This is an optimization exercise on Yosys and OpenROAD, whose aim is small area and a short achievable clock period, not a production implementation.
The RTL of this run was laid out without a check of its function.

===== design/flow/design.v =====
`timescale 1 ns / 1 ns
module filter_mlab
               (
                i_clk,
                i_clk_enable,
                i_reset_n,
                filter_in,
                filter_out
                );
  input   i_clk; 
  input   i_clk_enable; 
  input   i_reset_n; 
  input   signed [17:0] filter_in;  
  output  signed [17:0] filter_out;  
  parameter signed [5:0] coeff1 = 6'b111101;  
  parameter signed [5:0] coeff2 = 6'b111000;  
  parameter signed [5:0] coeff3 = 6'b111000;  
  parameter signed [5:0] coeff4 = 6'b000000;  
  parameter signed [5:0] coeff5 = 6'b001011;  
  parameter signed [5:0] coeff6 = 6'b010000;  
  parameter signed [5:0] coeff7 = 6'b001011;  
  parameter signed [5:0] coeff8 = 6'b000000;  
  parameter signed [5:0] coeff9 = 6'b111000;  
  parameter signed [5:0] coeff10 = 6'b111000;  
  parameter signed [5:0] coeff11 = 6'b111101;  
  reg  [3:0] cur_count;  
  wire phase_8;  
  wire phase_0;  
  reg  signed [17:0] delay_pipeline [0:10] ;  
  wire signed [17:0] inputmux_1;  
  reg  signed [25:0] acc_final;  
  reg  signed [25:0] acc_out_1;  
  wire signed [25:0] product_1;  
  wire signed [5:0] product_1_mux;  
  wire signed [23:0] mul_temp;  
  wire signed [25:0] prod_typeconvert_1;  
  wire signed [25:0] acc_sum_1;  
  wire signed [25:0] acc_in_1;  
  wire signed [25:0] add_signext;  
  wire signed [25:0] add_signext_1;  
  wire signed [26:0] add_temp;  
  wire signed [17:0] output_typeconvert;  
  reg  signed [17:0] output_register;  
  always @ (posedge i_clk or negedge i_reset_n)
    begin: Counter_process
      if (i_reset_n == 1'b0) begin
        cur_count <= 4'b1000;
      end
      else begin
        if (i_clk_enable == 1'b1) begin
          if (cur_count == 4'b1000) begin
            cur_count <= 4'b0000;
          end
          else begin
            cur_count <= cur_count + 1;
          end
        end
      end
    end  
  assign  phase_8 = (cur_count == 4'b1000 && i_clk_enable == 1'b1)? 1 : 0;
  assign  phase_0 = (cur_count == 4'b0000 && i_clk_enable == 1'b1)? 1 : 0;
  always @( posedge i_clk or negedge i_reset_n)
    begin: Delay_Pipeline_process
      if (i_reset_n == 1'b0) begin
        delay_pipeline[0] <= 0;
        delay_pipeline[1] <= 0;
        delay_pipeline[2] <= 0;
        delay_pipeline[3] <= 0;
        delay_pipeline[4] <= 0;
        delay_pipeline[5] <= 0;
        delay_pipeline[6] <= 0;
        delay_pipeline[7] <= 0;
        delay_pipeline[8] <= 0;
        delay_pipeline[9] <= 0;
        delay_pipeline[10] <= 0;
      end
      else begin
        if (phase_8 == 1'b1) begin
          delay_pipeline[0] <= filter_in;
          delay_pipeline[1] <= delay_pipeline[0];
          delay_pipeline[2] <= delay_pipeline[1];
          delay_pipeline[3] <= delay_pipeline[2];
          delay_pipeline[4] <= delay_pipeline[3];
          delay_pipeline[5] <= delay_pipeline[4];
          delay_pipeline[6] <= delay_pipeline[5];
          delay_pipeline[7] <= delay_pipeline[6];
          delay_pipeline[8] <= delay_pipeline[7];
          delay_pipeline[9] <= delay_pipeline[8];
          delay_pipeline[10] <= delay_pipeline[9];
        end
      end
    end  
  assign inputmux_1 = (cur_count == 4'b0000) ? delay_pipeline[0] :
                     (cur_count == 4'b0001) ? delay_pipeline[1] :
                     (cur_count == 4'b0010) ? delay_pipeline[2] :
                     (cur_count == 4'b0011) ? delay_pipeline[4] :
                     (cur_count == 4'b0100) ? delay_pipeline[5] :
                     (cur_count == 4'b0101) ? delay_pipeline[6] :
                     (cur_count == 4'b0110) ? delay_pipeline[8] :
                     (cur_count == 4'b0111) ? delay_pipeline[9] :
                     delay_pipeline[10];
  assign product_1_mux = (cur_count == 4'b0000) ? coeff1 :
                        (cur_count == 4'b0001) ? coeff2 :
                        (cur_count == 4'b0010) ? coeff3 :
                        (cur_count == 4'b0011) ? coeff5 :
                        (cur_count == 4'b0100) ? coeff6 :
                        (cur_count == 4'b0101) ? coeff7 :
                        (cur_count == 4'b0110) ? coeff9 :
                        (cur_count == 4'b0111) ? coeff10 :
                        coeff11;
  assign mul_temp = inputmux_1 * product_1_mux;
  assign product_1 = $signed({mul_temp, 2'b00});
  assign prod_typeconvert_1 = product_1;
  assign add_signext = prod_typeconvert_1;
  assign add_signext_1 = acc_out_1;
  assign add_temp = add_signext + add_signext_1;
  assign acc_sum_1 = ((add_temp[26] == 1'b0 & add_temp[25] != 1'b0) || (add_temp[26] == 1'b0 && add_temp[25:0] == 26'b01111111111111111111111111)  
) ? 26'b01111111111111111111111111 : 
      (add_temp[26] == 1'b1 && add_temp[25] != 1'b1) ? 26'b10000000000000000000000000 : add_temp[25:0];
  assign acc_in_1 = (phase_0 == 1'b1) ? prod_typeconvert_1 :
                   acc_sum_1;
  always @ (posedge i_clk or negedge i_reset_n)
    begin: Acc_reg_1_process
      if (i_reset_n == 1'b0) begin
        acc_out_1 <= 0;
      end
      else begin
        if (i_clk_enable == 1'b1) begin
          acc_out_1 <= acc_in_1;
        end
      end
    end  
  always @ (posedge i_clk or negedge i_reset_n)
    begin: Finalsum_reg_process
      if (i_reset_n == 1'b0) begin
        acc_final <= 0;
      end
      else begin
        if (phase_0 == 1'b1) begin
          acc_final <= acc_out_1;
        end
      end
    end  
  assign output_typeconvert = ((acc_final[25] == 1'b0 & acc_final[24] != 1'b0) || (acc_final[25] == 1'b0 && acc_final[24:7] == 18'b011111111111111111)  
) ? 18'b011111111111111111 : 
      (acc_final[25] == 1'b1 && acc_final[24] != 1'b1) ? 18'b100000000000000000 : (acc_final[24:0] + {acc_final[7], {6{~acc_final[7]}}})>>>7;
  always @ (posedge i_clk or negedge i_reset_n)
    begin: Output_Register_process
      if (i_reset_n == 1'b0) begin
        output_register <= 0;
      end
      else begin
        if (phase_8 == 1'b1) begin
          output_register <= output_typeconvert;
        end
      end
    end  
  assign filter_out = output_register;
endmodule   

===== design/flow/run.sh =====
#!/bin/bash
# synth_recipe.tcl (not shown) runs the flow's synth.tcl, then flattens the netlist and writes it again
# the make line also repeats each setting of config.mk as NAME=value (left out here)
make -C /OpenROAD-flow-scripts/flow DESIGN_CONFIG=/design/flow/config.mk WORK_HOME=/design/flow/orfs CLKGATE_MAP_FILE= SYNTH_SCRIPT=/design/flow/synth_recipe.tcl finish

===== design/flow/config.mk =====
export PLATFORM = sky130hd
export DESIGN_NAME = filter_mlab
export DESIGN_NICKNAME = filter_mlab
export VERILOG_FILES = /design/flow/design.v
export SDC_FILE = /design/flow/constraint.sdc
export NUM_CORES = 4
export LEC_CHECK = 0
export CAP_MARGIN = 20
export CORE_MARGIN = 2
export CORE_UTILIZATION = 40
export SLEW_MARGIN = 20

===== design/flow/constraint.sdc =====
create_clock -name core_clock -period 10.0 [get_ports {i_clk}]
set_input_delay 2.0000 -clock core_clock [delete_from_list [all_inputs] [get_ports {i_clk}]]
set_output_delay 2.0000 -clock core_clock [all_outputs]
set_load 0.01 [all_outputs]

==> results.yml <==
sta:
  layout_min_cycle_time_ns: 9.35
  hold_viol: 0
  post-route-period-util_pct: 93.5
  rsz0062_at_grt: "no"
  skew_ns: 0.0549
  tightest_slew_ns: 1.07
  fmax_mhz: 107
  maxSlewViolCount: 0
  setup_violations: 0
  fin_setup_tns_ns: 0
  slew_headroom_pct: 28.8
hold_path:
  whs_path_depth: 2
  hp-start: "delay_pipeline[7][11]"
  whs_endpoint: "delay_pipeline[8][11]"
  hold_class: "register to register"
logic_synthesis:
  synth_top_cell_by_area: "dfrtp_1"
  synth_xor_area_share_pct: 2.89
  netlist_instances: 1960
  yosys_register_bits: 270
  synth_compound_area_share_pct: 14.0
  synthMuxAreaShare_pct: 1.65
  synth_top_family_by_area: "simple AND/OR/NAND/NOR gates"
  synth_nets: 2139
  yosysUniqueCellTypes: 72
  synthAdderAreaFrac_pct: 15.0
  yosysWarnings: 2
  synth_top_area_share_pct: 39.7
  synthesis.area_mm2: 0.0169
  async_flop_share_pct: 100
  ys_seq_area_share_pct: 39.9
  ys.flop_type: "dfrtp_1"
  synth_edf_count: 0
  synth_top_cells_by_area: "dfrtp_1 (40%), nand2_1 (15%), fa_1 (8.9%)"
  avgSynthCellArea_um2: 8.65
  synthSimpleGateAreaFrac_pct: 22.9
critical_path:
  r2r_slack_ns: 0.65
  max_stage_delay_ns: 0.65
  crit_path_frequent_cell: "ha_1"
  r2r-end: "acc_out_1[8]"
  rr_worst_depth: 31
  r2r_start: "cur_count[0]"
  slowest_stage: "and2_2"
  timing_worst_setup_path_type: "register to register"
  critPathArrivalTime_ns: 9.83
  critical_path_required_ns: 10.47
  cp_max_fo: 28
  cp-start-kind: "register"
  cp-end-kind: "register"
finish:
  antenna_cells: 0
  register_area_mm2: 0.00676
  area_delta_synth_final_pct: 12.1
  fillerInstances: 4101
  drive_gt1_share_pct: 7.79
  multi_input_area_mm2: 0.00959
  nNetsFinal: 2148
route:
  drc: 0
  wl_um: 42100
  wire_per_inst_um: 16.6
  vias: 13700
  ant_nets: 0
  drtPass1Iterations: 5
  drtIter0Drc: 933
  viasPerCell: 5.40
clock_tree:
  cts_hold_buffers: 0
  htreeDepth: 1
  cts_root_buf: "clkbuf_16"
  path_clk_slew_ns: 0.06
  clock_path_buffers: 3
  cts_made_buffers: 30
  cts.sinks: 270
  insertion_delay_ns: 0.61
  cts_tree: "built"
floorplanning:
  start_util_pct: 40.5
  num_rows: 75
  die_h_um: 210
  dieArea_mm2: 0.0440
  die_width_um: 210
  coreArea_mm2: 0.0419
  pin_count: 39
global_routing:
  grt_util_all_layers_pct: 19.5
  grt_overflow_total: 0
  grt_pass1_wl_um: 70500
  grt_max_degree: 106
  antenna_found_initial: 0
  first_global_vias: 13700
placed_design:
  io_buffer_count: 38
  hpwlAfterDp_um: 29500
  gp_congestion: 0.864
status:
  status: "complete, no violations"
run:
  maxCapViolations: 0
per-layer routing:
metal  wire [um]  up-vias  share of wire [%]  global-route usage [%]
met5           0        -                  0                       0
met4        1350        0                3.2                    6.63
met3        1710       76                4.1                    2.51
met2       20500      307                 49                    33.4
met1       18600     6712                 44                    25.7
li1            -     6572                  -                       -
stage by stage:
step                utilization, %  hold WS (ns)  cell area, um^2  std cells  worst slack (ns)
CTS                           45.2         0.466            18900       2524             0.366
global placement              42.7         0.444            17900       2470             0.702
detailed placement            42.7         0.449            17900       2470             0.407
finish                        45.4         0.462            19000       2530             0.646
floorplan                        -         0.439            16900       1960              1.63
global route                  45.4         0.487            19000       2530            0.0464
Yosys cell counts (17+ instances only):
cell type    n
o22a_1      17
a211oi_1    23
xor2_1      21
nor3_1      25
xnor2_1     35
mux2_2      23
nor2_1     136
ha_1        83
a31oi_1     28
nand2_1    678
o221ai_1    19
inv_1       56
dfrtp_1    269
o21ai_0     38
a22oi_1     18
clkbuf_1    88
fa_1        75
a21oi_1     83
a21o_1      19
and2_1      22
o22ai_1     35
sequential cells by signal (all words and copies together) (netlist names):
name and cells:
acc_final 25, cur_count 4, output_register 18, delay_pipeline 198, acc_out_1 25
logic make-up after synthesis:
group,after synthesis
xor gates and xnor gates,56
and+or+nand+nor,944
buffers and inverters,160
muxes,25
AOI/OAI and AO/OA,347
DFF,270
adders and majority gates,158
critical path: cells and delay by family (launching register included):
family / cells / cell delay, ns
flip-flops: 1 / 0.44
XOR/XNOR: 1 / 0.15
adder cells (fa/ha/maj): 7 / 3.05
AO/OA/AOI/OAI: 10 / 2.41
AND/OR/NAND/NOR: 9 / 2.30
buffers and inverters: 4 / 0.85
area by class of cell:
type | count | area share (%)
Clock buffer | 42 | 4.56
Inverter | 56 | 1.11
Sequential cell | 270 | 35.6
Multi-Input combinational cell | 1530 | 50.5
Tap cell | 539 | 3.55
Clock inverter | 12 | 0.876
Timing Repair Buffer | 81 | 3.83
how the worst max path moves through the flow:
stage | from | to | slack (ns) | cells after the start
after floorplan | cur_count[3] | acc_out_1[3] | 1.63 | 36
after global placement | cur_count[0] | acc_out_1[9] | 0.70 | 34
after detailed placement | cur_count[0] | acc_out_1[3] | 0.41 | 35
after CTS | cur_count[0] | acc_out_1[3] | 0.37 | 35
after global routing | cur_count[0] | acc_out_1[24] | 0.05 | 35
final | cur_count[0] | acc_out_1[8] | 0.65 | 31
repair_timing:
item                                    4_1_cts  5_1_grt
endpoints found under the setup margin        0       24
gates resized for setup                       0        3
setup buffers                                 0        6
placed cells by master, fill, tap and decap left out, types with 5 or more instances in the layout:
cell type	Yosys	final
a211oi_1	23	22
a21o_1	19	19
a21oi_1	83	81
a21oi_2	12	14
a22oi_1	18	18
a31oi_1	28	28
and2_1	22	21
and3_1	8	8
buf_4	0	40
clkbuf_1	88	5
clkbuf_16	0	30
clkbuf_8	0	7
clkdlybuf4s50_1	0	37
clkinv_2	0	6
dfrtp_1	269	269
fa_1	75	75
ha_1	83	83
inv_1	56	56
mux2_2	23	23
nand2_1	678	678
nand2b_1	10	10
nand3_1	12	12
nand3b_1	8	8
nand4_1	10	10
nor2_1	136	136
nor2b_1	9	9
nor3_1	25	25
o21a_1	9	9
o21ai_0	38	37
o21bai_1	10	10
o221ai_1	19	19
o22a_1	17	17
o22ai_1	35	35
or2_2	6	6
xnor2_1	35	35
xor2_1	21	21

[re-timing with driven ports]
The results above use ideal ports. As a check the final layout listed here was re-extracted and re-timed, cells and wires unchanged.
Step 1 assumes that a clkbuf_16 drives the clock port and a buf_2 every other input.
Step 2 moves the port delays by t, midway between the first and last clock arrival at a register: inputs arrive t later, outputs are due t later. That takes back most of the time a late clock gives input paths.
a / b / c = ideal / step 1 / step 2; a / b = the first two.
t (ns): 0.640
setup slack, ns: 0.646 / 0.646 / 0.646
hold slack, ns: 0.462 / 0.462 / 0.462
slew at the worst register clock pin (ns): 0.07 / 0.07
After both steps setup and hold are still met in this run. The setup slack of this run moves by 0.000 ns with the drivers and by 0.000 ns with both steps.
